Source: an optimization exercise on an open RTL-to-GDS flow (aim: small area and a short achievable clock period). Production flows keep margins and buffers that such runs may drop.
The RTL was checked by simulation tests, not by an equivalence proof against the original design.
Power is estimated from default activity; no workload was simulated.

==> design.v <==
`timescale 1ns / 1ps
module matrix_convol #(parameter m=9, f=3) (clk, rst, a, b, stride, out, done);
input clk, rst;
input [7:0] a, b;
input [3:0] stride;
output reg [15:0] out;
output reg done;
localparam [1:0] S_IDLE = 2'd0, S_LOAD = 2'd1, S_MAC = 2'd2, S_STEP = 2'd3;
reg [1:0] state;
reg [3:0] lr;       
reg [3:0] lc;       
reg [2:0] cc, cr;   
reg       ov;       
reg [3:0] strd;     
reg       upd;      
reg [647:0] xq;     
reg [71:0]  hq;     
reg [8:0]  rs;      
reg [1:0]  r, c;    
reg [7:0]  xr, hr;  
reg [15:0] ps, pc;  
reg [15:0] acc;
wire ld_st   = (state == S_LOAD);
wire mac_st  = (state == S_MAC);
wire step_st = (state == S_STEP);
wire last_e  = (lc == 4'd8);
integer R, j;
always @(posedge clk) begin
    for (R = 0; R < 9; R = R + 1) begin
        for (j = 1; j < 9; j = j + 1)
            xq[(9*R+j)*8 +: 8] <= xq[(9*R+j-1)*8 +: 8];
        if (ld_st && lr == R)
            xq[(9*R)*8 +: 8] <= a;
        else
            xq[(9*R)*8 +: 8] <= xq[(9*R+8)*8 +: 8];
    end
    for (j = 1; j < 9; j = j + 1)
        hq[j*8 +: 8] <= hq[(j-1)*8 +: 8];
    if (ld_st && lr == 4'd0)
        hq[7:0] <= b;
    else
        hq[7:0] <= hq[71:64];
end
reg [7:0] xt, ht;
always @(*) begin
    xt = 8'd0;
    ht = 8'd0;
    for (R = 0; R < 9; R = R + 1) begin
        xt = xt | ({8{rs[R]}} & xq[(9*R + (3*R)%9)*8 +: 8]);
        ht = ht | ({8{hs[R]}} & hq[R*8 +: 8]);
    end
end
reg [8:0] hs, rs_n;   
reg [1:0] r_n, c_n;
always @(*) begin
    hs = 9'd0;
    case ({cr, cc})
        6'd0: hs = 9'b000000001;
        6'd1: hs = 9'b000000010;
        6'd2: hs = 9'b000000100;
        6'd3: hs = 9'b000001000;
        6'd4: hs = 9'b000010000;
        6'd5: hs = 9'b000100000;
        6'd6: hs = 9'b001000000;
        6'd7: hs = 9'b010000000;
        6'd8: hs = 9'b000001000;
        6'd9: hs = 9'b000010000;
        6'd10: hs = 9'b000100000;
        6'd11: hs = 9'b001000000;
        6'd12: hs = 9'b010000000;
        6'd13: hs = 9'b100000000;
        6'd14: hs = 9'b000000001;
        6'd15: hs = 9'b000000010;
        6'd16: hs = 9'b001000000;
        6'd17: hs = 9'b010000000;
        6'd18: hs = 9'b100000000;
        6'd19: hs = 9'b000000001;
        6'd20: hs = 9'b000000010;
        6'd21: hs = 9'b000000100;
        6'd22: hs = 9'b000001000;
        6'd23: hs = 9'b000010000;
        6'd24: hs = 9'b000000001;
        6'd25: hs = 9'b000000010;
        6'd26: hs = 9'b000000100;
        6'd27: hs = 9'b000001000;
        6'd28: hs = 9'b000010000;
        6'd29: hs = 9'b000100000;
        6'd30: hs = 9'b001000000;
        6'd31: hs = 9'b010000000;
        6'd32: hs = 9'b000001000;
        6'd33: hs = 9'b000010000;
        6'd34: hs = 9'b000100000;
        6'd35: hs = 9'b001000000;
        6'd36: hs = 9'b010000000;
        6'd37: hs = 9'b100000000;
        6'd38: hs = 9'b000000001;
        6'd39: hs = 9'b000000010;
        6'd40: hs = 9'b001000000;
        6'd41: hs = 9'b010000000;
        6'd42: hs = 9'b100000000;
        6'd43: hs = 9'b000000001;
        6'd44: hs = 9'b000000010;
        6'd45: hs = 9'b000000100;
        6'd46: hs = 9'b000001000;
        6'd47: hs = 9'b000010000;
        6'd48: hs = 9'b000000001;
        6'd49: hs = 9'b000000010;
        6'd50: hs = 9'b000000100;
        6'd51: hs = 9'b000001000;
        6'd52: hs = 9'b000010000;
        6'd53: hs = 9'b000100000;
        6'd54: hs = 9'b001000000;
        6'd55: hs = 9'b010000000;
        6'd56: hs = 9'b000001000;
        6'd57: hs = 9'b000010000;
        6'd58: hs = 9'b000100000;
        6'd59: hs = 9'b001000000;
        6'd60: hs = 9'b010000000;
        6'd61: hs = 9'b100000000;
        6'd62: hs = 9'b000000001;
        6'd63: hs = 9'b000000010;
        default: hs = 9'd0;
    endcase
    rs_n = 9'd0; r_n = 2'd0; c_n = 2'd0;
    case ({cr, cc})
        6'd0: begin rs_n = 9'b000000001; r_n = 2'd0; c_n = 2'd2; end
        6'd1: begin rs_n = 9'b000000001; r_n = 2'd0; c_n = 2'd1; end
        6'd2: begin rs_n = 9'b000000001; r_n = 2'd0; c_n = 2'd0; end
        6'd3: begin rs_n = 9'b000000100; r_n = 2'd2; c_n = 2'd2; end
        6'd4: begin rs_n = 9'b000000100; r_n = 2'd2; c_n = 2'd1; end
        6'd5: begin rs_n = 9'b000000100; r_n = 2'd2; c_n = 2'd0; end
        6'd6: begin rs_n = 9'b000000010; r_n = 2'd1; c_n = 2'd2; end
        6'd7: begin rs_n = 9'b000000010; r_n = 2'd1; c_n = 2'd1; end
        6'd8: begin rs_n = 9'b000001000; r_n = 2'd2; c_n = 2'd2; end
        6'd9: begin rs_n = 9'b000001000; r_n = 2'd2; c_n = 2'd1; end
        6'd10: begin rs_n = 9'b000001000; r_n = 2'd2; c_n = 2'd0; end
        6'd11: begin rs_n = 9'b000000100; r_n = 2'd1; c_n = 2'd2; end
        6'd12: begin rs_n = 9'b000000100; r_n = 2'd1; c_n = 2'd1; end
        6'd13: begin rs_n = 9'b000000100; r_n = 2'd1; c_n = 2'd0; end
        6'd14: begin rs_n = 9'b000000010; r_n = 2'd0; c_n = 2'd2; end
        6'd15: begin rs_n = 9'b000000010; r_n = 2'd0; c_n = 2'd1; end
        6'd16: begin rs_n = 9'b000001000; r_n = 2'd1; c_n = 2'd2; end
        6'd17: begin rs_n = 9'b000001000; r_n = 2'd1; c_n = 2'd1; end
        6'd18: begin rs_n = 9'b000001000; r_n = 2'd1; c_n = 2'd0; end
        6'd19: begin rs_n = 9'b000000100; r_n = 2'd0; c_n = 2'd2; end
        6'd20: begin rs_n = 9'b000000100; r_n = 2'd0; c_n = 2'd1; end
        6'd21: begin rs_n = 9'b000000100; r_n = 2'd0; c_n = 2'd0; end
        6'd22: begin rs_n = 9'b000010000; r_n = 2'd2; c_n = 2'd2; end
        6'd23: begin rs_n = 9'b000010000; r_n = 2'd2; c_n = 2'd1; end
        6'd24: begin rs_n = 9'b000001000; r_n = 2'd0; c_n = 2'd2; end
        6'd25: begin rs_n = 9'b000001000; r_n = 2'd0; c_n = 2'd1; end
        6'd26: begin rs_n = 9'b000001000; r_n = 2'd0; c_n = 2'd0; end
        6'd27: begin rs_n = 9'b000100000; r_n = 2'd2; c_n = 2'd2; end
        6'd28: begin rs_n = 9'b000100000; r_n = 2'd2; c_n = 2'd1; end
        6'd29: begin rs_n = 9'b000100000; r_n = 2'd2; c_n = 2'd0; end
        6'd30: begin rs_n = 9'b000010000; r_n = 2'd1; c_n = 2'd2; end
        6'd31: begin rs_n = 9'b000010000; r_n = 2'd1; c_n = 2'd1; end
        6'd32: begin rs_n = 9'b001000000; r_n = 2'd2; c_n = 2'd2; end
        6'd33: begin rs_n = 9'b001000000; r_n = 2'd2; c_n = 2'd1; end
        6'd34: begin rs_n = 9'b001000000; r_n = 2'd2; c_n = 2'd0; end
        6'd35: begin rs_n = 9'b000100000; r_n = 2'd1; c_n = 2'd2; end
        6'd36: begin rs_n = 9'b000100000; r_n = 2'd1; c_n = 2'd1; end
        6'd37: begin rs_n = 9'b000100000; r_n = 2'd1; c_n = 2'd0; end
        6'd38: begin rs_n = 9'b000010000; r_n = 2'd0; c_n = 2'd2; end
        6'd39: begin rs_n = 9'b000010000; r_n = 2'd0; c_n = 2'd1; end
        6'd40: begin rs_n = 9'b001000000; r_n = 2'd1; c_n = 2'd2; end
        6'd41: begin rs_n = 9'b001000000; r_n = 2'd1; c_n = 2'd1; end
        6'd42: begin rs_n = 9'b001000000; r_n = 2'd1; c_n = 2'd0; end
        6'd43: begin rs_n = 9'b000100000; r_n = 2'd0; c_n = 2'd2; end
        6'd44: begin rs_n = 9'b000100000; r_n = 2'd0; c_n = 2'd1; end
        6'd45: begin rs_n = 9'b000100000; r_n = 2'd0; c_n = 2'd0; end
        6'd46: begin rs_n = 9'b010000000; r_n = 2'd2; c_n = 2'd2; end
        6'd47: begin rs_n = 9'b010000000; r_n = 2'd2; c_n = 2'd1; end
        6'd48: begin rs_n = 9'b001000000; r_n = 2'd0; c_n = 2'd2; end
        6'd49: begin rs_n = 9'b001000000; r_n = 2'd0; c_n = 2'd1; end
        6'd50: begin rs_n = 9'b001000000; r_n = 2'd0; c_n = 2'd0; end
        6'd51: begin rs_n = 9'b100000000; r_n = 2'd2; c_n = 2'd2; end
        6'd52: begin rs_n = 9'b100000000; r_n = 2'd2; c_n = 2'd1; end
        6'd53: begin rs_n = 9'b100000000; r_n = 2'd2; c_n = 2'd0; end
        6'd54: begin rs_n = 9'b010000000; r_n = 2'd1; c_n = 2'd2; end
        6'd55: begin rs_n = 9'b010000000; r_n = 2'd1; c_n = 2'd1; end
        6'd59: begin rs_n = 9'b100000000; r_n = 2'd1; c_n = 2'd2; end
        6'd60: begin rs_n = 9'b100000000; r_n = 2'd1; c_n = 2'd1; end
        6'd61: begin rs_n = 9'b100000000; r_n = 2'd1; c_n = 2'd0; end
        6'd62: begin rs_n = 9'b010000000; r_n = 2'd0; c_n = 2'd2; end
        6'd63: begin rs_n = 9'b010000000; r_n = 2'd0; c_n = 2'd1; end
        default: begin rs_n = 9'd0; r_n = 2'd0; c_n = 2'd0; end
    endcase
end
wire first = step_st && lc == 4'd0;           
wire clr   = step_st && lc == 4'd1;           
wire stop  = mac_st && lc == 4'd5;            
always @(posedge clk) begin
    if (first) begin
        rs <= rs_n; r <= r_n; c <= c_n;
    end else if (stop) begin
        rs <= 9'd0;
    end else if (c == 2'd2) begin
        c <= 2'd0;
        if (r == 2'd2) begin r <= 2'd0; rs <= rs >> 2; end
        else begin r <= r + 2'd1; rs <= rs << 1; end
    end else
        c <= c + 2'd1;
end
wire m_pp0_0 = xr[0] & hr[0];
wire m_pp0_1 = xr[1] & hr[0];
wire m_pp0_2 = xr[2] & hr[0];
wire m_pp0_3 = xr[3] & hr[0];
wire m_pp0_4 = xr[4] & hr[0];
wire m_pp0_5 = xr[5] & hr[0];
wire m_pp0_6 = xr[6] & hr[0];
wire m_pp0_7 = xr[7] & hr[0];
wire m_pp1_0 = xr[0] & hr[1];
wire m_pp1_1 = xr[1] & hr[1];
wire m_pp1_2 = xr[2] & hr[1];
wire m_pp1_3 = xr[3] & hr[1];
wire m_pp1_4 = xr[4] & hr[1];
wire m_pp1_5 = xr[5] & hr[1];
wire m_pp1_6 = xr[6] & hr[1];
wire m_pp1_7 = xr[7] & hr[1];
wire m_pp2_0 = xr[0] & hr[2];
wire m_pp2_1 = xr[1] & hr[2];
wire m_pp2_2 = xr[2] & hr[2];
wire m_pp2_3 = xr[3] & hr[2];
wire m_pp2_4 = xr[4] & hr[2];
wire m_pp2_5 = xr[5] & hr[2];
wire m_pp2_6 = xr[6] & hr[2];
wire m_pp2_7 = xr[7] & hr[2];
wire m_pp3_0 = xr[0] & hr[3];
wire m_pp3_1 = xr[1] & hr[3];
wire m_pp3_2 = xr[2] & hr[3];
wire m_pp3_3 = xr[3] & hr[3];
wire m_pp3_4 = xr[4] & hr[3];
wire m_pp3_5 = xr[5] & hr[3];
wire m_pp3_6 = xr[6] & hr[3];
wire m_pp3_7 = xr[7] & hr[3];
wire m_pp4_0 = xr[0] & hr[4];
wire m_pp4_1 = xr[1] & hr[4];
wire m_pp4_2 = xr[2] & hr[4];
wire m_pp4_3 = xr[3] & hr[4];
wire m_pp4_4 = xr[4] & hr[4];
wire m_pp4_5 = xr[5] & hr[4];
wire m_pp4_6 = xr[6] & hr[4];
wire m_pp4_7 = xr[7] & hr[4];
wire m_pp5_0 = xr[0] & hr[5];
wire m_pp5_1 = xr[1] & hr[5];
wire m_pp5_2 = xr[2] & hr[5];
wire m_pp5_3 = xr[3] & hr[5];
wire m_pp5_4 = xr[4] & hr[5];
wire m_pp5_5 = xr[5] & hr[5];
wire m_pp5_6 = xr[6] & hr[5];
wire m_pp5_7 = xr[7] & hr[5];
wire m_pp6_0 = xr[0] & hr[6];
wire m_pp6_1 = xr[1] & hr[6];
wire m_pp6_2 = xr[2] & hr[6];
wire m_pp6_3 = xr[3] & hr[6];
wire m_pp6_4 = xr[4] & hr[6];
wire m_pp6_5 = xr[5] & hr[6];
wire m_pp6_6 = xr[6] & hr[6];
wire m_pp6_7 = xr[7] & hr[6];
wire m_pp7_0 = xr[0] & hr[7];
wire m_pp7_1 = xr[1] & hr[7];
wire m_pp7_2 = xr[2] & hr[7];
wire m_pp7_3 = xr[3] & hr[7];
wire m_pp7_4 = xr[4] & hr[7];
wire m_pp7_5 = xr[5] & hr[7];
wire m_pp7_6 = xr[6] & hr[7];
wire m_pp7_7 = xr[7] & hr[7];
wire m_s1 = m_pp0_6 ^ m_pp1_5;
wire m_c2 = m_pp0_6 & m_pp1_5;
wire m_s3 = m_pp0_7 ^ m_pp1_6 ^ m_pp2_5;
wire m_c4 = (m_pp0_7 & m_pp1_6) | (m_pp0_7 & m_pp2_5) | (m_pp1_6 & m_pp2_5);
wire m_s5 = m_pp3_4 ^ m_pp4_3;
wire m_c6 = m_pp3_4 & m_pp4_3;
wire m_s7 = m_pp1_7 ^ m_pp2_6 ^ m_pp3_5;
wire m_c8 = (m_pp1_7 & m_pp2_6) | (m_pp1_7 & m_pp3_5) | (m_pp2_6 & m_pp3_5);
wire m_s9 = m_pp4_4 ^ m_pp5_3;
wire m_c10 = m_pp4_4 & m_pp5_3;
wire m_s11 = m_pp2_7 ^ m_pp3_6 ^ m_pp4_5;
wire m_c12 = (m_pp2_7 & m_pp3_6) | (m_pp2_7 & m_pp4_5) | (m_pp3_6 & m_pp4_5);
wire m_s13 = m_pp0_4 ^ m_pp1_3;
wire m_c14 = m_pp0_4 & m_pp1_3;
wire m_s15 = m_pp0_5 ^ m_pp1_4 ^ m_pp2_3;
wire m_c16 = (m_pp0_5 & m_pp1_4) | (m_pp0_5 & m_pp2_3) | (m_pp1_4 & m_pp2_3);
wire m_s17 = m_pp3_2 ^ m_pp4_1;
wire m_c18 = m_pp3_2 & m_pp4_1;
wire m_s19 = m_s1 ^ m_pp2_4 ^ m_pp3_3;
wire m_c20 = (m_s1 & m_pp2_4) | (m_s1 & m_pp3_3) | (m_pp2_4 & m_pp3_3);
wire m_s21 = m_pp4_2 ^ m_pp5_1 ^ m_pp6_0;
wire m_c22 = (m_pp4_2 & m_pp5_1) | (m_pp4_2 & m_pp6_0) | (m_pp5_1 & m_pp6_0);
wire m_s23 = m_s3 ^ m_s5 ^ m_pp5_2;
wire m_c24 = (m_s3 & m_s5) | (m_s3 & m_pp5_2) | (m_s5 & m_pp5_2);
wire m_s25 = m_pp6_1 ^ m_pp7_0 ^ m_c2;
wire m_c26 = (m_pp6_1 & m_pp7_0) | (m_pp6_1 & m_c2) | (m_pp7_0 & m_c2);
wire m_s27 = m_s7 ^ m_s9 ^ m_pp6_2;
wire m_c28 = (m_s7 & m_s9) | (m_s7 & m_pp6_2) | (m_s9 & m_pp6_2);
wire m_s29 = m_pp7_1 ^ m_c4 ^ m_c6;
wire m_c30 = (m_pp7_1 & m_c4) | (m_pp7_1 & m_c6) | (m_c4 & m_c6);
wire m_s31 = m_s11 ^ m_pp5_4 ^ m_pp6_3;
wire m_c32 = (m_s11 & m_pp5_4) | (m_s11 & m_pp6_3) | (m_pp5_4 & m_pp6_3);
wire m_s33 = m_pp7_2 ^ m_c8 ^ m_c10;
wire m_c34 = (m_pp7_2 & m_c8) | (m_pp7_2 & m_c10) | (m_c8 & m_c10);
wire m_s35 = m_pp3_7 ^ m_pp4_6 ^ m_pp5_5;
wire m_c36 = (m_pp3_7 & m_pp4_6) | (m_pp3_7 & m_pp5_5) | (m_pp4_6 & m_pp5_5);
wire m_s37 = m_pp6_4 ^ m_pp7_3 ^ m_c12;
wire m_c38 = (m_pp6_4 & m_pp7_3) | (m_pp6_4 & m_c12) | (m_pp7_3 & m_c12);
wire m_s39 = m_pp4_7 ^ m_pp5_6 ^ m_pp6_5;
wire m_c40 = (m_pp4_7 & m_pp5_6) | (m_pp4_7 & m_pp6_5) | (m_pp5_6 & m_pp6_5);
wire m_s41 = m_pp0_3 ^ m_pp1_2;
wire m_c42 = m_pp0_3 & m_pp1_2;
wire m_s43 = m_s13 ^ m_pp2_2 ^ m_pp3_1;
wire m_c44 = (m_s13 & m_pp2_2) | (m_s13 & m_pp3_1) | (m_pp2_2 & m_pp3_1);
wire m_s45 = m_s15 ^ m_s17 ^ m_pp5_0;
wire m_c46 = (m_s15 & m_s17) | (m_s15 & m_pp5_0) | (m_s17 & m_pp5_0);
wire m_s47 = m_s19 ^ m_s21 ^ m_c16;
wire m_c48 = (m_s19 & m_s21) | (m_s19 & m_c16) | (m_s21 & m_c16);
wire m_s49 = m_s23 ^ m_s25 ^ m_c20;
wire m_c50 = (m_s23 & m_s25) | (m_s23 & m_c20) | (m_s25 & m_c20);
wire m_s51 = m_s27 ^ m_s29 ^ m_c24;
wire m_c52 = (m_s27 & m_s29) | (m_s27 & m_c24) | (m_s29 & m_c24);
wire m_s53 = m_s31 ^ m_s33 ^ m_c28;
wire m_c54 = (m_s31 & m_s33) | (m_s31 & m_c28) | (m_s33 & m_c28);
wire m_s55 = m_s35 ^ m_s37 ^ m_c32;
wire m_c56 = (m_s35 & m_s37) | (m_s35 & m_c32) | (m_s37 & m_c32);
wire m_s57 = m_s39 ^ m_pp7_4 ^ m_c36;
wire m_c58 = (m_s39 & m_pp7_4) | (m_s39 & m_c36) | (m_pp7_4 & m_c36);
wire m_s59 = m_pp5_7 ^ m_pp6_6 ^ m_pp7_5;
wire m_c60 = (m_pp5_7 & m_pp6_6) | (m_pp5_7 & m_pp7_5) | (m_pp6_6 & m_pp7_5);
wire m_s61 = m_pp0_2 ^ m_pp1_1;
wire m_c62 = m_pp0_2 & m_pp1_1;
wire m_s63 = m_s41 ^ m_pp2_1 ^ m_pp3_0;
wire m_c64 = (m_s41 & m_pp2_1) | (m_s41 & m_pp3_0) | (m_pp2_1 & m_pp3_0);
wire m_s65 = m_s43 ^ m_pp4_0 ^ m_c42;
wire m_c66 = (m_s43 & m_pp4_0) | (m_s43 & m_c42) | (m_pp4_0 & m_c42);
wire m_s67 = m_s45 ^ m_c14 ^ m_c44;
wire m_c68 = (m_s45 & m_c14) | (m_s45 & m_c44) | (m_c14 & m_c44);
wire m_s69 = m_s47 ^ m_c18 ^ m_c46;
wire m_c70 = (m_s47 & m_c18) | (m_s47 & m_c46) | (m_c18 & m_c46);
wire m_s71 = m_s49 ^ m_c22 ^ m_c48;
wire m_c72 = (m_s49 & m_c22) | (m_s49 & m_c48) | (m_c22 & m_c48);
wire m_s73 = m_s51 ^ m_c26 ^ m_c50;
wire m_c74 = (m_s51 & m_c26) | (m_s51 & m_c50) | (m_c26 & m_c50);
wire m_s75 = m_s53 ^ m_c30 ^ m_c52;
wire m_c76 = (m_s53 & m_c30) | (m_s53 & m_c52) | (m_c30 & m_c52);
wire m_s77 = m_s55 ^ m_c34 ^ m_c54;
wire m_c78 = (m_s55 & m_c34) | (m_s55 & m_c54) | (m_c34 & m_c54);
wire m_s79 = m_s57 ^ m_c38 ^ m_c56;
wire m_c80 = (m_s57 & m_c38) | (m_s57 & m_c56) | (m_c38 & m_c56);
wire m_s81 = m_s59 ^ m_c40 ^ m_c58;
wire m_c82 = (m_s59 & m_c40) | (m_s59 & m_c58) | (m_c40 & m_c58);
wire m_s83 = m_pp6_7 ^ m_pp7_6 ^ m_c60;
wire m_c84 = (m_pp6_7 & m_pp7_6) | (m_pp6_7 & m_c60) | (m_pp7_6 & m_c60);
always @(posedge clk) begin
    xr  <= xt;
    hr  <= ht;
    ps  <= {1'b0, m_pp7_7, m_s83, m_s81, m_s79, m_s77, m_s75, m_s73, m_s71, m_s69, m_s67, m_s65, m_s63, m_s61, m_pp0_1, m_pp0_0};
    pc  <= {1'b0, m_c84, m_c82, m_c80, m_c78, m_c76, m_c74, m_c72, m_c70, m_c68, m_c66, m_c64, m_c62, m_pp2_0, m_pp1_0, 1'b0};
    acc <= clr ? 16'd0 : acc + ps + pc;
end
always @(posedge clk) begin
    if (rst)
        state <= S_IDLE;
    else case (state)
        S_IDLE: state <= S_LOAD;
        S_LOAD: state <= (lr == 4'd9) ? S_MAC : S_LOAD;
        S_MAC:  state <= S_STEP;
        default: state <= (ov || (cc == 3'd6 && cr == 3'd6 && last_e)) ? S_IDLE : S_MAC;
    endcase
end
wire [4:0] ccs = cc + strd;
wire [4:0] crs = cr + strd;
always @(posedge clk) begin
    strd <= stride;
    upd  <= step_st && last_e;
end
always @(posedge clk) begin
    case (state)
        S_IDLE: begin
            lr <= 4'd0; lc <= 4'd0;
            cc <= 3'd0; cr <= 3'd0; ov <= 1'b0;
            done <= 1'b0; out <= 16'd0;
        end
        S_LOAD: begin
            if (lr == 4'd9) lc <= 4'd0;
            else if (last_e) begin lc <= 4'd0; lr <= lr + 4'd1; end
            else lc <= lc + 4'd1;
        end
        S_MAC: begin
            done <= last_e;
            if (last_e) out <= acc;
            if (upd) begin
                if (cc != 3'd6) begin
                    cc <= ccs[2:0];
                    ov <= ccs > 5'd6;
                end else begin
                    cc <= 3'd0;
                    if (cr != 3'd6) begin
                        cr <= crs[2:0];
                        ov <= crs > 5'd6;
                    end else
                        cr <= 3'd0;
                end
            end
        end
        default: begin
            lc <= last_e ? 4'd0 : lc + 4'd1;
        end
    endcase
end
endmodule
==> run.sh <==
#!/bin/bash
# synth_recipe.tcl (not shown) runs the flow's synth.tcl, then flattens the netlist and writes it again
# the make line also repeats each setting of config.mk as NAME=value (left out here)
make -C /OpenROAD-flow-scripts/flow DESIGN_CONFIG=/design/flow/config.mk WORK_HOME=/design/flow/orfs CLKGATE_MAP_FILE= SYNTH_SCRIPT=/design/flow/synth_recipe.tcl finish
==> config.mk <==
export PLATFORM = sky130hd
export DESIGN_NAME = matrix_convol
export DESIGN_NICKNAME = matrix_convol
export VERILOG_FILES = /design/flow/design.v
export SDC_FILE = /design/flow/constraint.sdc
export NUM_CORES = 4
export LEC_CHECK = 0
export CAP_MARGIN = 20
export CORE_MARGIN = 2
export CORE_UTILIZATION = 40
export CTS_BUF_LIST = sky130_fd_sc_hd__clkbuf_8
export CTS_CLUSTER_DIAMETER = 60
export CTS_CLUSTER_SIZE = 20
export SLEW_MARGIN = 20
==> constraint.sdc <==
create_clock -name core_clock -period 11.0 [get_ports {clk}]
set_input_delay 2.2000 -clock core_clock [delete_from_list [all_inputs] [get_ports {clk}]]
set_output_delay 2.2000 -clock core_clock [all_outputs]
set_load 0.01 [all_outputs]
==> summary.md, run 1 <==
| Metric | Value |
|---|---|
| Worst VDD drop | `114 uV` |
| HPWL Detailed | `~26 mm` |
| Routed vias | `roughly 11,000` |
| First-pass GRT wire length | `between 60 and 70 mm` |
| Die area | `between 0.05 and 0.06 mm^2` |
| Initial antenna violation count | `0` |
| WP data required | `about 8.8 ns` |
| Starting Density | `0.404` |
| Highest clock rate | `~270 MHz` |
| Simple-Gate Fraction of Synth Area | `0.0597` |
| CP delay by family, top | `buffers and inverters` |
| Commonest cells after routing, fill and taps aside | `dfxtp_1, mux2_2, nand2_1, and2_1, inv_1` |
| Register bit total from synthesis | `833` |
| Vias in the first global route | `~11,000` |
| Final Hold Viols | `0` |
| Slew Viols, Final | `0` |
| Tot GR Track Use | `0.138` |
| Hold/Removal Path Class | `reg2reg` |
| Routed Antenna Nets | `0` |
| Tmin final | `about 3.8 ns` |
| Largest family of logic cells by synthesized area | `adder cells` |
| Clock Path Buffers | `3` |
| Post-synth EDFFs | `45` |
| Worst Skew | `~0.047 ns` |
| CTS Root Cell | `clkbuf_8` |
| Main synth FF type | `dfxtp_1` |
| CTS clk-pin slew, worst paths | `0.11 ns` |
| Post_cts resized | `0` |
| Syn_area_per_cell | `14.8 um^2` |
| Post-synth cell types | `about 60` |
| GPL Wtd Cong | `about 0.8` |
| GR Overflow Total | `0` |
| Die Span Y | `243 um` |
| Mapped Cells | `around 1,500` |
| Synth Net Count | `~1,700` |
| Slowest CP cell | `clkdlybuf4s50_1` |
| Flop pwr share | `0.576` |
| WP data arrival | `1.56 ns` |
| Final Util | `0.445` |
| Share of layout cells above drive strength 1 | `0.105` |
| CP peak stage delay | `0.54 ns` |
| Fillers | `between 5,000 and 6,000` |
| Net Sw Power | `0.00197 W` |
| Final setup fails | `0` |
| Yosys warns | `1` |
| CTS tree | `built` |
| Placed cell count | `2,312` |
| Rel. slew slack | `0.302` |
| Buffers added on ports | `38` |
| Mux cell area share after synthesis | `0.0470` |
| Logic pwr share | `0.203` |
| Remaining DRCs | `0` |
| Die extent in x | `approximately 240 um` |
| Num Clock Sinks | `between 800 and 900` |
| WP depth | `1` |
| Iter 0 DRT Violations | `between 700 and 800` |
| Sw Share | `0.291` |
| Netlist Area Pre-Place | `about 0.023 mm^2` |
| First-pass DRT Iterations | `7` |
| Least-Margin Pin Slew | `~1.0 ns` |
| Post-synth ARST share | `0` |
| Critical path launch point type | `flip-flop` |
| Setup TNS | `0 ns` |
| DRT Wirelength | `approximately 40 mm` |
| Sequential element share of the synthesized area | `0.753` |
| CTS H-tree lvls | `2` |
| Top-level I/O count | `39` |
| Design area | `roughly 0.025 mm^2` |
| Final period util | `0.341` |
| Syn-to-layout area delta | `10.0%` |
| Largest net degree at the start of global routing | `25` |
| Later-pin clock latency in the skew report | `slightly below 0.7 ns` |
| Max_cap viols | `0` |
| CP endpoint kind | `primary output` |
| Synth Area in Adders | `0.0677` |
| Cell row count | `between 80 and 90` |
| Pwr/cell area | `approximately 270 mW/mm^2` |
| Hold Path Stages | `0` |
| RSZ-0062 raised after global routing | `false` |
| Placed cell area | `0.0240 mm^2` |
| Critical path, cell by cell | `clkdlybuf4s50_1` |
| Post-synthesis compound-gate area fraction | `0.0525` |
| ANT cells | `0` |
| Final Non-Filler Cells | `roughly 2,400` |
| Commonest non-fill, non-tap cell in the layout | `dfxtp_1` |
| Worst-path maximum fanout | `1` |
| Fin Hold WS | `around 0.31 ns` |
| WL/cell | `16.8 um` |
| Status | `complete, no violations` |
| Worst path bufs/invs | `1` |
| Inserted Clock Buffers | `54` |
| Crit path kind | `reg2out` |
| Core Area | `between 0.05 and 0.06 mm^2` |
| Post-CTS Hold Fix Bufs | `0` |
| Clk pwr share | `0.221` |
| Vias/cell | `roughly 4.6` |
| Cell Int Power | `between 0.004 and 0.005 W` |
| Setup Buffers After CTS | `0` |
| Worst reg2reg path depth | `7` |
| Fin nets | `1,726` |
| Static Leak | `10.1 nW` |
| XOR/XNOR Fraction of Synth Area | `0.00577` |
## per-layer routing
| layer | GRT usage | wire, um |
|---|---|---|
| met4 | 0.0428 | 951 |
| met3 | 0.0274 | 1960 |
| met1 | 0.196 | 19700 |
| met5 | 0 | 0 |
| met2 | 0.212 | 17500 |
## sequential cells by signal, indices dropped and copies added, names as in the netlist
register / cells
xq: 648
hq: 72
acc: 16
out: 16
ps: 15
pc: 14
rs: 9
hr: 8
xr: 8
lc: 4
lr: 4
strd: 4
cc: 3
cr: 3
c: 2
r: 2
state: 2
done: 1
ov: 1
upd: 1
## worst register-to-register path, stage by stage, from the launching register on
cell and delay, ns:
dfxtp_1 0.59, and2_1 0.24, fa_1 0.46, fa_1 0.55, inv_1 0.06, fa_1 0.52
inv_1 0.05, fa_1 0.47
## synthesized netlist by cell type (all sizes together) (11+ instances only)
cell type	n	area, um^2
dfxtp	788	15800
mux2	85	961
nand2	78	295
and2	69	432
inv	55	206
fa	52	1040
edfxtp	45	1350
ha	40	500
nand3	34	170
nor2	30	113
a21oi	26	134
a222oi	24	240
a22oi	16	120
clkbuf	16	60.1
o21ai	15	75.1
buf	12	67.6
o211ai	11	82.6
xor2	11	96.3
## kinds of logic (layout without fill, tap and decap cells)
group | count (synthesis) | count (layout)
adder cells (fa/ha/maj) | 92 | 92
flip-flops | 833 | 833
XOR/XNOR | 15 | 15
multiplexers | 95 | 95
AND/OR/NAND/NOR | 265 | 265
buffers and inverters | 84 | 175
AO/OA/AOI/OAI | 158 | 158
## layout make-up
class | count | area (um^2) | area share
clock buffers | 55 | 757 | 0.0302
clock inverters | 22 | 283 | 0.0113
inverters | 56 | 210 | 0.00840
multi-input cells | 625 | 5300 | 0.212
flip-flops and latches | 833 | 17100 | 0.684
well taps | 756 | 946 | 0.0378
repair buffers | 42 | 410 | 0.0164
## power groups by stage
stage	combinational, W	sequential (W)	clock, W
2_1_floorplan	0.00109	0.00379	0
3_3_place_gp	0.00135	0.00395	0
3_5_place_dp	0.00138	0.00397	0
4_1_cts	0.00139	0.00390	0.00156
5_1_grt	0.00162	0.00395	0.00167
6_report	0.00137	0.00389	0.00150
## final timing paths
check             startpoint       to  slack (ns)
setup / recovery        done     done        7.24
hold / removal       xq[445]  xq[453]        0.31
setup reg to reg       hr[3]    ps[9]        7.90
hold reg to reg      xq[445]  xq[453]        0.31
## stage by stage
step / setup WS [ns] / total power, W
finish: 7.24 / 0.00676
global route: 7.15 / 0.00724
CTS: 7.17 / 0.00685
detailed placement: 7.69 / 0.00535
global placement: 7.73 / 0.00530
floorplan: 8.26 / 0.00488
==> run 2: changes to the inputs <==
==> flow/run.sh (new file) <==
#!/bin/bash
# The standard layout (the standard.sh, every step unchanged), with the
# ports buffered by a plain buffer (buf_4) instead of the default choice.
set -euo pipefail
export BUFFER_PORTS_ARGS="-buffer_cell sky130_fd_sc_hd__buf_4"
bash standard.sh > standard.log 2>&1
==> standard.sh (new file) <==
#!/bin/bash
# synth_recipe.tcl (not shown) runs the flow's synth.tcl, then flattens the netlist and writes it again
# the make line also repeats each setting of config.mk as NAME=value (left out here)
make -C /OpenROAD-flow-scripts/flow DESIGN_CONFIG=/design/flow/config.mk WORK_HOME=/design/flow/orfs CLKGATE_MAP_FILE= SYNTH_SCRIPT=/design/flow/synth_recipe.tcl "${@:-finish}"
removed: run.sh
==> run 2 against run 1 <==
Effect of this change:
- non-clock buffer count did not move
- final area down 0.97%
- synthesized cell count unchanged
- register-to-register slack better by 0.09 ns
- die area is the same
- global-route usage is 0.18 points lower
- worst setup slack improved by 0.29 ns
- utilization down 0.43 points
- critical path depth is the same
- power fell by 2.0%
- critical endpoint unchanged
- largest cell class unchanged
==> summary.md, run 2 <==
| Metric | Value |
|---|---|
| Hold/Removal Path Class | `reg2reg (unchanged)` |
| Top-level I/O count | `39 (unchanged)` |
| Worst-path maximum fanout | `1 (unchanged)` |
| Fin nets | `1,723 (was 1,726)` |
| Largest net degree at the start of global routing | `25 (unchanged)` |
| Post-CTS Hold Fix Bufs | `0 (unchanged)` |
| CTS H-tree lvls | `2 (unchanged)` |
| Num Clock Sinks | `833 (unchanged)` |
| Count leader, synth | `dfxtp_1 (unchanged)` |
| RSZ-0062 raised after global routing | `false (unchanged)` |
| Setup TNS | `0 ns (unchanged)` |
| GPL Wtd Cong | `0.829 (was 0.801)` |
| Yosys warns | `1 (unchanged)` |
| Inserted Clock Buffers | `51 (was 54)` |
| WL/cell | `16.7 um (was 16.8 um)` |
| HPWL Detailed | `25.5 mm (was 25.6 mm)` |
| Slew Viols, Final | `0 (unchanged)` |
| Commonest non-fill, non-tap cell in the layout | `dfxtp_1 (unchanged)` |
| Final setup fails | `0 (unchanged)` |
| Core Area | `0.0563 mm^2 (unchanged)` |
| Worst path bufs/invs | `1 (unchanged)` |
| First-pass DRT Iterations | `7 (unchanged)` |
| Synth area leaders | `dfxtp_1, edfxtp_1, fa_1, mux2_2, ha_1 (unchanged)` |
| Starting Density | `0.404 (unchanged)` |
| Top cells by instance count after synthesis | `dfxtp_1, mux2_2, nand2_1 (unchanged)` |
| CTS Root Cell | `clkbuf_8 (unchanged)` |
| Commonest cells after routing, fill and taps aside | `dfxtp_1, mux2_2, nand2_1, and2_1, inv_1 (unchanged)` |
| GR Overflow Total | `0 (unchanged)` |
| CTS tree | `built (unchanged)` |
| Vias in the first global route | `10,900 (was 11,000)` |
| Top reg by flops | `xq (unchanged)` |
| Remaining DRCs | `0 (unchanged)` |
| Clock Path Buffers | `3 (unchanged)` |
| Static Leak | `10.1 nW (about the same)` |
| Design area | `0.0248 mm^2 (was 0.0250 mm^2)` |
| Vias/cell | `4.57 (was 4.61)` |
| Buffers added on ports | `38 (unchanged)` |
| WP data required | `8.80 ns (about the same)` |
| CP peak stage delay | `0.43 ns (was 0.54 ns)` |
| Post-synth top area share | `0.693 (unchanged)` |
| Critical path, cell by cell | `buf_4 (was clkdlybuf4s50_1)` |
| CP delay by family, top | `flip-flops (was buffers and inverters)` |
| Final Hold Viols | `0 (unchanged)` |
| Least-Margin Pin Slew | `1.04 ns (about the same)` |
| Final Util | `0.441 (was 0.445)` |
| Largest family of logic cells by synthesized area | `adder cells (unchanged)` |
| Routed Antenna Nets | `0 (unchanged)` |
| Simple-Gate Fraction of Synth Area | `0.0597 (unchanged)` |
| Syn-to-layout area delta | `8.95% (was 10.0%)` |
| Cell row count | `87 (unchanged)` |
| DRT Wirelength | `39.7 mm (was 40.1 mm)` |
| Highest clock rate | `289 MHz (was 266 MHz)` |
| Rel. slew slack | `0.304 (was 0.302)` |
| Pwr/cell area | `267 mW/mm^2 (was 270 mW/mm^2)` |
| Status | `complete, no violations (unchanged)` |
| Register bit total from synthesis | `833 (unchanged)` |
| Die area | `0.0588 mm^2 (unchanged)` |
| Crit path kind | `reg2out (unchanged)` |
| Later-pin clock latency in the skew report | `0.69 ns (about the same)` |
| Slowest CP cell | `edfxtp_1 (was clkdlybuf4s50_1)` |
| Post_cts resized | `0 (unchanged)` |
| Worst Skew | `0.0382 ns (was 0.0473 ns)` |
| CTS clk-pin slew, worst paths | `0.11 ns (about the same)` |
| Setup Buffers After CTS | `0 (unchanged)` |
| Post-synth cell types | `59 (unchanged)` |
| XOR/XNOR Fraction of Synth Area | `0.00577 (unchanged)` |
| Setup slack after layout | `7.53 ns (was 7.24 ns)` |
| Initial antenna violation count | `0 (unchanged)` |
| CP endpoint kind | `primary output (unchanged)` |
| Die Span Y | `243 um (unchanged)` |
| Main synth FF type | `dfxtp_1 (unchanged)` |
| Post-Place Worst Slack | `7.97 ns (was 7.69 ns)` |
| Die extent in x | `243 um (unchanged)` |
| Tot GR Track Use | `0.136 (was 0.138)` |
| Syn_area_per_cell | `14.8 um^2 (unchanged)` |
| Sequential element share of the synthesized area | `0.753 (unchanged)` |
| Post-synth ARST share | `0 (unchanged)` |
| Synth Area in Adders | `0.0677 (unchanged)` |
| Critical path launch point type | `flip-flop (unchanged)` |
| Post-synthesis compound-gate area fraction | `0.0525 (unchanged)` |
| Tmin final | `3.47 ns (was 3.76 ns)` |
| Netlist Area Pre-Place | `0.0228 mm^2 (unchanged)` |
| Share of layout cells above drive strength 1 | `0.124 (was 0.105)` |
| Final period util | `0.315 (was 0.341)` |
| Max_cap viols | `0 (unchanged)` |
| Placed cell area | `0.0239 mm^2 (was 0.0240 mm^2)` |
| Yosys top cell by area | `dfxtp_1 (unchanged)` |
| Mux cell area share after synthesis | `0.0470 (unchanged)` |
| Post-synth EDFFs | `45 (unchanged)` |
| First-pass GRT wire length | `62.5 mm (was 63.0 mm)` |
| Routed vias | `10,900 (was 11,000)` |
| Synth Net Count | `1,656 (unchanged)` |
| Worst VDD drop | `134 uV (was 114 uV)` |
| ANT cells | `0 (unchanged)` |
| Flip-flop count of the largest register after layout | `648 (unchanged)` |
| WP data arrival | `1.27 ns (was 1.56 ns)` |
| Iter 0 DRT Violations | `672 (was 722)` |
| Mapped Cells | `1,542 (unchanged)` |
| Top flop regs | `xq (648), hq (72) (unchanged)` |
run 2: final cells by class:
class	count	area, um^2
fillers	5035	31500
flip-flops and latches	833	17100
multi-input cells	625	5300
well taps	756	946
clock buffers	53	729
repair buffers	42	315
inverters	56	210
clock inverters	13	170
run 2: cell families after synthesis:
logic type      after synthesis
xor+xnor                     15
buf+inv                      84
compound gates              158
mux                          95
simple gates                265
fa+ha+maj                    92
flops                       833
run 2: worst paths after layout:
path              startpoint       to  slack, ns  depth (start not counted)
setup / recovery        done     done       7.53                          1
hold / removal       xq[257]  xq[265]       0.30                          0
setup reg to reg       ps[1]  acc[15]       7.99                         11
hold reg to reg      xq[257]  xq[265]       0.30                          0
run 2: power by group:
group          switching (W)  internal (W)
clock               0.000899      0.000486
combinational       0.000724      0.000633
sequential          0.000301       0.00359
run 2: per-layer routing:
metal  routed length, um  vias to the layer above  track usage  part of all wire
li1                    -                     5307            -                 -
met5                   0                        -            0                 0
met1               19500                     5275        0.194              0.49
met3                1810                       70       0.0260             0.046
met4                1280                        0       0.0516             0.032
met2               17100                      218        0.205              0.43
run 2: metrics by stage:
stage	instances	total power (W)	hold WS (ns)
CTS	2378	0.00671	0.309
detailed placement	2312	0.00533	0.312
global route	2378	0.00709	0.307
floorplan	1542	0.00488	0.310
global placement	2312	0.00529	0.310
finish	2378	0.00663	0.303
==> run 3: changes to the inputs <==
==> flow/run.sh (replaced) <==
#!/bin/bash
# The standard layout (the standard.sh, every step unchanged), with the
# ports buffered by a plain buffer (buf_4) and no dummy clock loads.
set -euo pipefail
export BUFFER_PORTS_ARGS="-buffer_cell sky130_fd_sc_hd__buf_4"
export CTS_ARGS="-sink_clustering_enable -repair_clock_nets -sink_clustering_size 20 -sink_clustering_max_diameter 60 -buf_list sky130_fd_sc_hd__clkbuf_8 -dont_use_dummy_load"
bash standard.sh > standard.log 2>&1
==> run 3 against run 2 <==
Effect of this change:
- still clean on timing, DRC and antenna
- power is 2.1% lower
- non-clock buffer count unchanged
- sequential power is essentially flat
- clock power fell by about 10%
- largest cell class unchanged
- largest power group unchanged
==> summary.md, run 3 <==
| Metric | Value |
|---|---|
| WP data required | `8.80 ns (about the same)` |
| Status | `complete, no violations (unchanged)` |
| CTS tree | `built (unchanged)` |
| RSZ-0062 raised after global routing | `false (unchanged)` |
| Iter 0 DRT Violations | `654 (was 672)` |
| Routed Antenna Nets | `0 (unchanged)` |
| Worst-path maximum fanout | `1 (unchanged)` |
| Post-synthesis compound-gate area fraction | `0.0525 (unchanged)` |
| Least-Margin Pin Slew | `1.01 ns (was 1.04 ns)` |
| Setup TNS | `0 ns (unchanged)` |
| Vias in the first global route | `10,900 (about the same)` |
| Largest family of logic cells by synthesized area | `adder cells (unchanged)` |
| Die area | `0.0588 mm^2 (unchanged)` |
| Post-CTS Hold Fix Bufs | `0 (unchanged)` |
| Die Span Y | `243 um (unchanged)` |
| XOR/XNOR Fraction of Synth Area | `0.00577 (unchanged)` |
| Tot GR Track Use | `0.136 (about the same)` |
| GPL Wtd Cong | `0.829 (unchanged)` |
| Tmin final | `3.38 ns (was 3.47 ns)` |
| CP endpoint kind | `primary output (unchanged)` |
| CTS clk-pin slew, worst paths | `0.11 ns (about the same)` |
| Initial antenna violation count | `0 (unchanged)` |
| Vias/cell | `4.59 (was 4.57)` |
| CTS Root Cell | `clkbuf_8 (unchanged)` |
| Syn_area_per_cell | `14.8 um^2 (unchanged)` |
| FF-to-FF Start | `ps[1] (unchanged)` |
| Slew Viols, Final | `0 (unchanged)` |
| Share of layout cells above drive strength 1 | `0.116 (was 0.124)` |
| Post-synth ARST share | `0 (unchanged)` |
| Syn-to-layout area delta | `8.08% (was 8.95%)` |
| RR Endpoint | `acc[15] (unchanged)` |
| Buffers added on ports | `38 (unchanged)` |
| Final setup fails | `0 (unchanged)` |
| CP delay by family, top | `flip-flops (unchanged)` |
| Pwr/cell area | `264 mW/mm^2 (was 267 mW/mm^2)` |
| Die extent in x | `243 um (unchanged)` |
| Worst path bufs/invs | `1 (unchanged)` |
| Sequential element share of the synthesized area | `0.753 (unchanged)` |
| Crit path kind | `reg2out (unchanged)` |
| Mapped Cells | `1,542 (unchanged)` |
| Synth Net Count | `1,656 (unchanged)` |
| Post-synth top area share | `0.693 (unchanged)` |
| Final Hold Viols | `0 (unchanged)` |
| Slowest CP cell | `edfxtp_1 (unchanged)` |
| Startpoint of the worst hold path | `xq[257] (unchanged)` |
| Fin nets | `1,723 (unchanged)` |
| CP peak stage delay | `0.42 ns (was 0.43 ns)` |
| First-pass GRT wire length | `62.5 mm (unchanged)` |
| Netlist Area Pre-Place | `0.0228 mm^2 (unchanged)` |
| Worst reg2reg path depth | `11 (unchanged)` |
| Hold endpoint | `xq[265] (unchanged)` |
| ANT cells | `0 (unchanged)` |
| WL/cell | `16.8 um (was 16.7 um)` |
| Yosys top cell by area | `dfxtp_1 (unchanged)` |
| Largest net degree at the start of global routing | `25 (unchanged)` |
| Post_cts resized | `0 (unchanged)` |
| Cell row count | `87 (unchanged)` |
| WP data arrival | `1.18 ns (was 1.27 ns)` |
| Critical path launch point type | `flip-flop (unchanged)` |
| Top reg by flops | `xq (unchanged)` |
| Core Area | `0.0563 mm^2 (unchanged)` |
| Top-level I/O count | `39 (unchanged)` |
| Main synth FF type | `dfxtp_1 (unchanged)` |
| Rel. slew slack | `0.325 (was 0.304)` |
| Starting Density | `0.404 (unchanged)` |
| CTS H-tree lvls | `2 (unchanged)` |
| Top cells by instance count after synthesis | `dfxtp_1, mux2_2, nand2_1 (unchanged)` |
| Num Clock Sinks | `833 (unchanged)` |
| Remaining DRCs | `0 (unchanged)` |
| Count leader, synth | `dfxtp_1 (unchanged)` |
| Worst VDD drop | `130 uV (was 134 uV)` |
| Yosys warns | `1 (unchanged)` |
| Top flop regs | `xq (648), hq (72) (unchanged)` |
| Flip-flop count of the largest register after layout | `648 (unchanged)` |
| Worst Skew | `0.0945 ns (was 0.0382 ns)` |
| Commonest cells after routing, fill and taps aside | `dfxtp_1, mux2_2, nand2_1, and2_1, inv_1 (unchanged)` |
| Register bit total from synthesis | `833 (unchanged)` |
| Clock Path Buffers | `3 (unchanged)` |
| Setup Buffers After CTS | `0 (unchanged)` |
| Inserted Clock Buffers | `51 (unchanged)` |
| Routed vias | `10,800 (was 10,900)` |
| Commonest non-fill, non-tap cell in the layout | `dfxtp_1 (unchanged)` |
| First-pass DRT Iterations | `6 (was 7)` |
| Post-synth EDFFs | `45 (unchanged)` |
| Post-Place Worst Slack | `7.97 ns (unchanged)` |
| Fillers | `5,047 (was 5,035)` |
| Hold Path Stages | `0 (unchanged)` |
| GR Overflow Total | `0 (unchanged)` |
| Synth Area in Adders | `0.0677 (unchanged)` |
| Simple-Gate Fraction of Synth Area | `0.0597 (unchanged)` |
| Mux cell area share after synthesis | `0.0470 (unchanged)` |
| DRT Wirelength | `39.7 mm (about the same)` |
| Post-synth cell types | `59 (unchanged)` |
| Synth area leaders | `dfxtp_1, edfxtp_1, fa_1, mux2_2, ha_1 (unchanged)` |
| Later-pin clock latency in the skew report | `0.69 ns (about the same)` |
| R2r setup slk | `7.99 ns (about the same)` |
| Hold/Removal Path Class | `reg2reg (unchanged)` |
| Static Leak | `10.0 nW (was 10.1 nW)` |
| Critical path, cell by cell | `buf_4 (unchanged)` |
| Max_cap viols | `0 (unchanged)` |
| Highest clock rate | `296 MHz (was 289 MHz)` |
| Setup slack after layout | `7.62 ns (was 7.53 ns)` |
| Final period util | `0.307 (was 0.315)` |
| HPWL Detailed | `25.5 mm (unchanged)` |
-- run 3: worst max-delay path by stage --
stage	startpoint	depth (start not counted)	slack, ns	to
global placement	ps[1]	11	7.99	acc[15]
floorplan	xr[7]	7	8.26	ps[9]
global route	out[2]	1	7.53	out[2]
finish	done	1	7.62	done
detailed placement	ps[1]	11	7.97	acc[15]
CTS	out[1]	1	7.53	out[1]
-- run 3: area by class of cell --
cell class | instances | area (um^2) | area share
multi-input combinational | 625 | 5300 | 0.215
timing repair buffer | 42 | 315 | 0.0128
inverter | 56 | 210 | 0.00855
sequential | 833 | 17100 | 0.696
tap | 756 | 946 | 0.0385
clock buffer | 51 | 702 | 0.0285
-- run 3: kinds of logic (layout without fill, tap and decap cells) --
logic type	count (synthesis)	count (layout)
DFF	833	833
and+or+nand+nor	265	265
AOI/OAI and AO/OA	158	158
muxes	95	95
adders and majority gates	92	92
buffers and inverters	84	149
xor gates and xnor gates	15	15
-- run 3: per-stage QoR --
step / power [W] / std cells / hold WS (ns) / cell area, um^2 / util
2_1_floorplan: 0.00488 / 1542 / 0.310 / 22800 / -
6_report: 0.00649 / 2363 / 0.252 / 24600 / 0.437
3_3_place_gp: 0.00529 / 2312 / 0.310 / 23900 / 0.425
5_1_grt: 0.00695 / 2363 / 0.255 / 24600 / 0.437
3_5_place_dp: 0.00533 / 2312 / 0.312 / 23900 / 0.425
4_1_cts: 0.00658 / 2363 / 0.257 / 24600 / 0.437
-- run 3: power breakdown --
part	total [W]	switching [W]	internal [W]	leakage (nW)
registers	0.00389	0.000301	0.00359	6.96
logic	0.00136	0.000723	0.000632	2.68
clock network	0.00125	0.000830	0.000417	0.367
-- run 3: routing by layer --
| metal | part of all wire | global-route usage | wire length (um) |
|---|---|---|---|
| met1 | 0.49 | 0.194 | 19500 |
| met2 | 0.43 | 0.204 | 17000 |
| met3 | 0.046 | 0.0261 | 1830 |
| met4 | 0.033 | 0.0541 | 1320 |
| met5 | 0 | 0 | 0 |
==> run 4: changes to the inputs <==
==> flow/run.sh (replaced) <==
#!/bin/bash
# The standard layout (the standard.sh, every step unchanged), with the
# ports buffered by a plain buffer (buf_4) no dummy clock loads, and timing repair aimed at a 3.1 ns period.
set -euo pipefail
export BUFFER_PORTS_ARGS="-buffer_cell sky130_fd_sc_hd__buf_4"
export CTS_ARGS="-sink_clustering_enable -repair_clock_nets -sink_clustering_size 20 -sink_clustering_max_diameter 60 -buf_list sky130_fd_sc_hd__clkbuf_8 -dont_use_dummy_load"
export SETUP_SLACK_MARGIN=7.9
bash standard.sh > standard.log 2>&1
==> run 4 against run 3 <==
Effect of this change:
- still clean on timing, DRC and antenna
- register-to-register slack hardly changed
- clock skew hardly changed
- sequential power hardly changed
- power hardly changed
- clock-buffer cell count stayed put
- critical path type unchanged
==> summary.md, run 4 <==
| Metric | Value |
|---|---|
| GPL Wtd Cong | `0.829 (unchanged)` |
| Share of layout cells above drive strength 1 | `0.116 (unchanged)` |
| Top-level I/O count | `39 (unchanged)` |
| Remaining DRCs | `0 (unchanged)` |
| Cell row count | `87 (unchanged)` |
| ANT cells | `0 (unchanged)` |
| Main synth FF type | `dfxtp_1 (unchanged)` |
| Post-Place Worst Slack | `7.97 ns (unchanged)` |
| Post-synth cell types | `59 (unchanged)` |
| Routed vias | `10,800 (about the same)` |
| Worst-path maximum fanout | `1 (unchanged)` |
| WL/cell | `16.8 um (about the same)` |
| Fillers | `5,049 (was 5,047)` |
| Die Span Y | `243 um (unchanged)` |
| Synth area leaders | `dfxtp_1, edfxtp_1, fa_1, mux2_2, ha_1 (unchanged)` |
| Crit path kind | `reg2out (unchanged)` |
| Yosys top cell by area | `dfxtp_1 (unchanged)` |
| Routed Antenna Nets | `0 (unchanged)` |
| Final Hold Viols | `0 (unchanged)` |
| Inserted Clock Buffers | `51 (unchanged)` |
| Syn_area_per_cell | `14.8 um^2 (unchanged)` |
| Top flop regs | `xq (648), hq (72) (unchanged)` |
| CP peak stage delay | `0.42 ns (about the same)` |
| Later-pin clock latency in the skew report | `0.69 ns (about the same)` |
| Starting Density | `0.404 (unchanged)` |
| Largest net degree at the start of global routing | `25 (unchanged)` |
| Synth Net Count | `1,656 (unchanged)` |
| CTS Root Cell | `clkbuf_8 (unchanged)` |
| Worst VDD drop | `130 uV (about the same)` |
| Sequential element share of the synthesized area | `0.753 (unchanged)` |
| GR Overflow Total | `0 (unchanged)` |
| Rel. slew slack | `0.328 (was 0.325)` |
| Static Leak | `10.0 nW (about the same)` |
| Pwr/cell area | `264 mW/mm^2 (about the same)` |
| Final period util | `0.307 (about the same)` |
| Highest clock rate | `296 MHz (about the same)` |
| Critical path launch point type | `flip-flop (unchanged)` |
| Commonest non-fill, non-tap cell in the layout | `dfxtp_1 (unchanged)` |
| CTS H-tree lvls | `2 (unchanged)` |
| CP endpoint kind | `primary output (unchanged)` |
| Critical Path Source | `out[1] (was done)` |
| CTS tree | `built (unchanged)` |
| Least-Margin Pin Slew | `1.00 ns (was 1.01 ns)` |
| FF-to-FF Start | `hr[0] (was ps[1])` |
| Fin Hold WS | `0.252 ns (unchanged)` |
| Max_cap viols | `0 (unchanged)` |
| Die area | `0.0588 mm^2 (unchanged)` |
| RSZ-0062 raised after global routing | `true (was false)` |
| Core Area | `0.0563 mm^2 (unchanged)` |
| Yosys warns | `1 (unchanged)` |
| HPWL Detailed | `25.5 mm (unchanged)` |
| Num Clock Sinks | `833 (unchanged)` |
| Critical path, cell by cell | `buf_6 (was buf_4)` |
| Die extent in x | `243 um (unchanged)` |
| Initial antenna violation count | `0 (unchanged)` |
| Tmin final | `3.38 ns (about the same)` |
| DRT Wirelength | `39.7 mm (about the same)` |
| Top reg by flops | `xq (unchanged)` |
| Slowest CP cell | `edfxtp_1 (unchanged)` |
| Setup TNS | `0 ns (unchanged)` |
| Flip-flop count of the largest register after layout | `648 (unchanged)` |
| Register bit total from synthesis | `833 (unchanged)` |
| First-pass DRT Iterations | `7 (was 6)` |
| Fin nets | `1,723 (unchanged)` |
| Tot GR Track Use | `0.136 (about the same)` |
| CTS clk-pin slew, worst paths | `0.11 ns (about the same)` |
| Commonest cells after routing, fill and taps aside | `dfxtp_1, mux2_2, nand2_1, and2_1, inv_1 (unchanged)` |
| Post-CTS Hold Fix Bufs | `0 (unchanged)` |
| Netlist Area Pre-Place | `0.0228 mm^2 (unchanged)` |
| WP data required | `8.80 ns (about the same)` |
| Top cells by instance count after synthesis | `dfxtp_1, mux2_2, nand2_1 (unchanged)` |
| Hold/Removal Path Class | `reg2reg (unchanged)` |
| Final setup fails | `0 (unchanged)` |
| Final Util | `0.438 (was 0.437)` |
| Count leader, synth | `dfxtp_1 (unchanged)` |
| First-pass GRT wire length | `62.5 mm (about the same)` |
| Post-synth top area share | `0.693 (unchanged)` |
| Status | `complete, no violations (unchanged)` |
| Startpoint of the worst hold path | `xq[257] (unchanged)` |
| Vias/cell | `4.57 (was 4.59)` |
| Clock Path Buffers | `3 (unchanged)` |
| Post-synth ARST share | `0 (unchanged)` |
| Worst path bufs/invs | `1 (unchanged)` |
| Post-synth EDFFs | `45 (unchanged)` |
| Worst Skew | `0.0947 ns (was 0.0945 ns)` |
| CP delay by family, top | `flip-flops (unchanged)` |
| Slew Viols, Final | `0 (unchanged)` |
| Mapped Cells | `1,542 (unchanged)` |
| Buffers added on ports | `38 (unchanged)` |
| Syn-to-layout area delta | `8.28% (was 8.08%)` |
| WP data arrival | `1.18 ns (about the same)` |
| Vias in the first global route | `10,900 (about the same)` |
| Iter 0 DRT Violations | `663 (was 654)` |
| Setup slack after layout | `7.62 ns (about the same)` |
==> run 4: cell counts after synthesis <==
No cell type changed its count.
==> run 4: worst paths after layout <==
| check | end | slack, ns | cells past startpoint |
|---|---|---|---|
| worst min-delay path | xq[265] | 0.25 | 0 |
| worst min register to register | xq[265] | 0.25 | 0 |
| worst max register to register | ps[7] | 8.00 | 6 |
| worst max-delay path | out[1] | 7.62 | 1 |
==> run 4: logic make-up after synthesis <==
| logic type | synth area share |
|---|---|
| AOI/OAI and AO/OA | 0.0525 |
| xor gates and xnor gates | 0.00577 |
| adders and majority gates | 0.0677 |
| buffers and inverters | 0.0148 |
| DFF | 0.753 |
| muxes | 0.0470 |
| and+or+nand+nor | 0.0597 |
==> run 4: timing repair <==
action                     in CTS  in global routing
buffers inserted                0                  0
resized for setup              11                  3
setup endpoints to repair      17                 19
pin swaps                       0                  0
hold endpoints to repair        0                  0
==> run 4: worst register-to-register path: stages, from the launching register on <==
cell and delay (ns):
dfxtp_1 0.58, nand2_1 0.14, fa_1 0.53, fa_1 0.53, fa_1 0.55, inv_1 0.05
fa_1 0.47
==> run 4: metrics by stage <==
| stage | power [W] | instance area (um^2) | instances |
|---|---|---|---|
| 2_1_floorplan | 0.00488 | 22800 | 1542 |
| 3_3_place_gp | 0.00529 | 23900 | 2312 |
| 3_5_place_dp | 0.00533 | 23900 | 2312 |
| 4_1_cts | 0.00658 | 24600 | 2363 |
| 5_1_grt | 0.00696 | 24600 | 2363 |
| 6_report | 0.00650 | 24600 | 2363 |
==> run 4: area by class of cell <==
cell class | count | area (um^2) | area share
repair buffers | 42 | 360 | 0.0146
flip-flops and latches | 833 | 17100 | 0.695
multi-input cells | 625 | 5300 | 0.215
clock buffers | 51 | 702 | 0.0285
well taps | 756 | 946 | 0.0384
inverters | 56 | 210 | 0.00853
==> run 4: routing by layer <==
metal,vias to the layer above,share of wire,GRT usage
met1,5236,0.49,0.194
met3,74,0.043,0.0261
met2,202,0.43,0.204
met5,-,0,0
met4,0,0.033,0.0541
li1,5289,-,-
==> run 4: report_power, final <==
group          switching, W  internal, W  leakage [nW]
sequential         0.000302      0.00359          6.96
clock              0.000832     0.000417         0.367
combinational      0.000724     0.000635          2.69

==> afterwards: timing with drivers on the ports <==
In the flow no input, the clock included, has a driving cell. The finished layouts below were timed again as built, in two steps. Step 1 sets driving cells, clkbuf_16 on the clock port and buf_2 on the other inputs (assumed; they add their load-dependent delay and slew). Step 2 also shifts input and output timing later by t, the mid clock arrival at the registers, as if the neighbouring blocks saw the same clock. Slacks: no drivers / after step 1 / after step 2; pairs: no drivers / after step 1.
| run | shift t [ns] | slack for setup (ns) | clock arrival spread, ns | slew at the worst register clock pin (ns) |
|---|---|---|---|---|
| run 1 | 0.722 | 7.244 / 7.193 / 7.731 | 0.047 / 0.047 | 0.12 / 0.12 |
| run 2 | 0.727 | 7.535 / 7.481 / 7.993 | 0.048 / 0.048 | 0.12 / 0.12 |
| run 3 | 0.699 | 7.619 / 7.567 / 7.990 | 0.104 / 0.104 | 0.11 / 0.11 |
| run 4 | 0.701 | 7.620 / 7.568 / 7.999 | 0.103 / 0.103 | 0.11 / 0.11 |
After both steps every run listed still meets setup and hold.
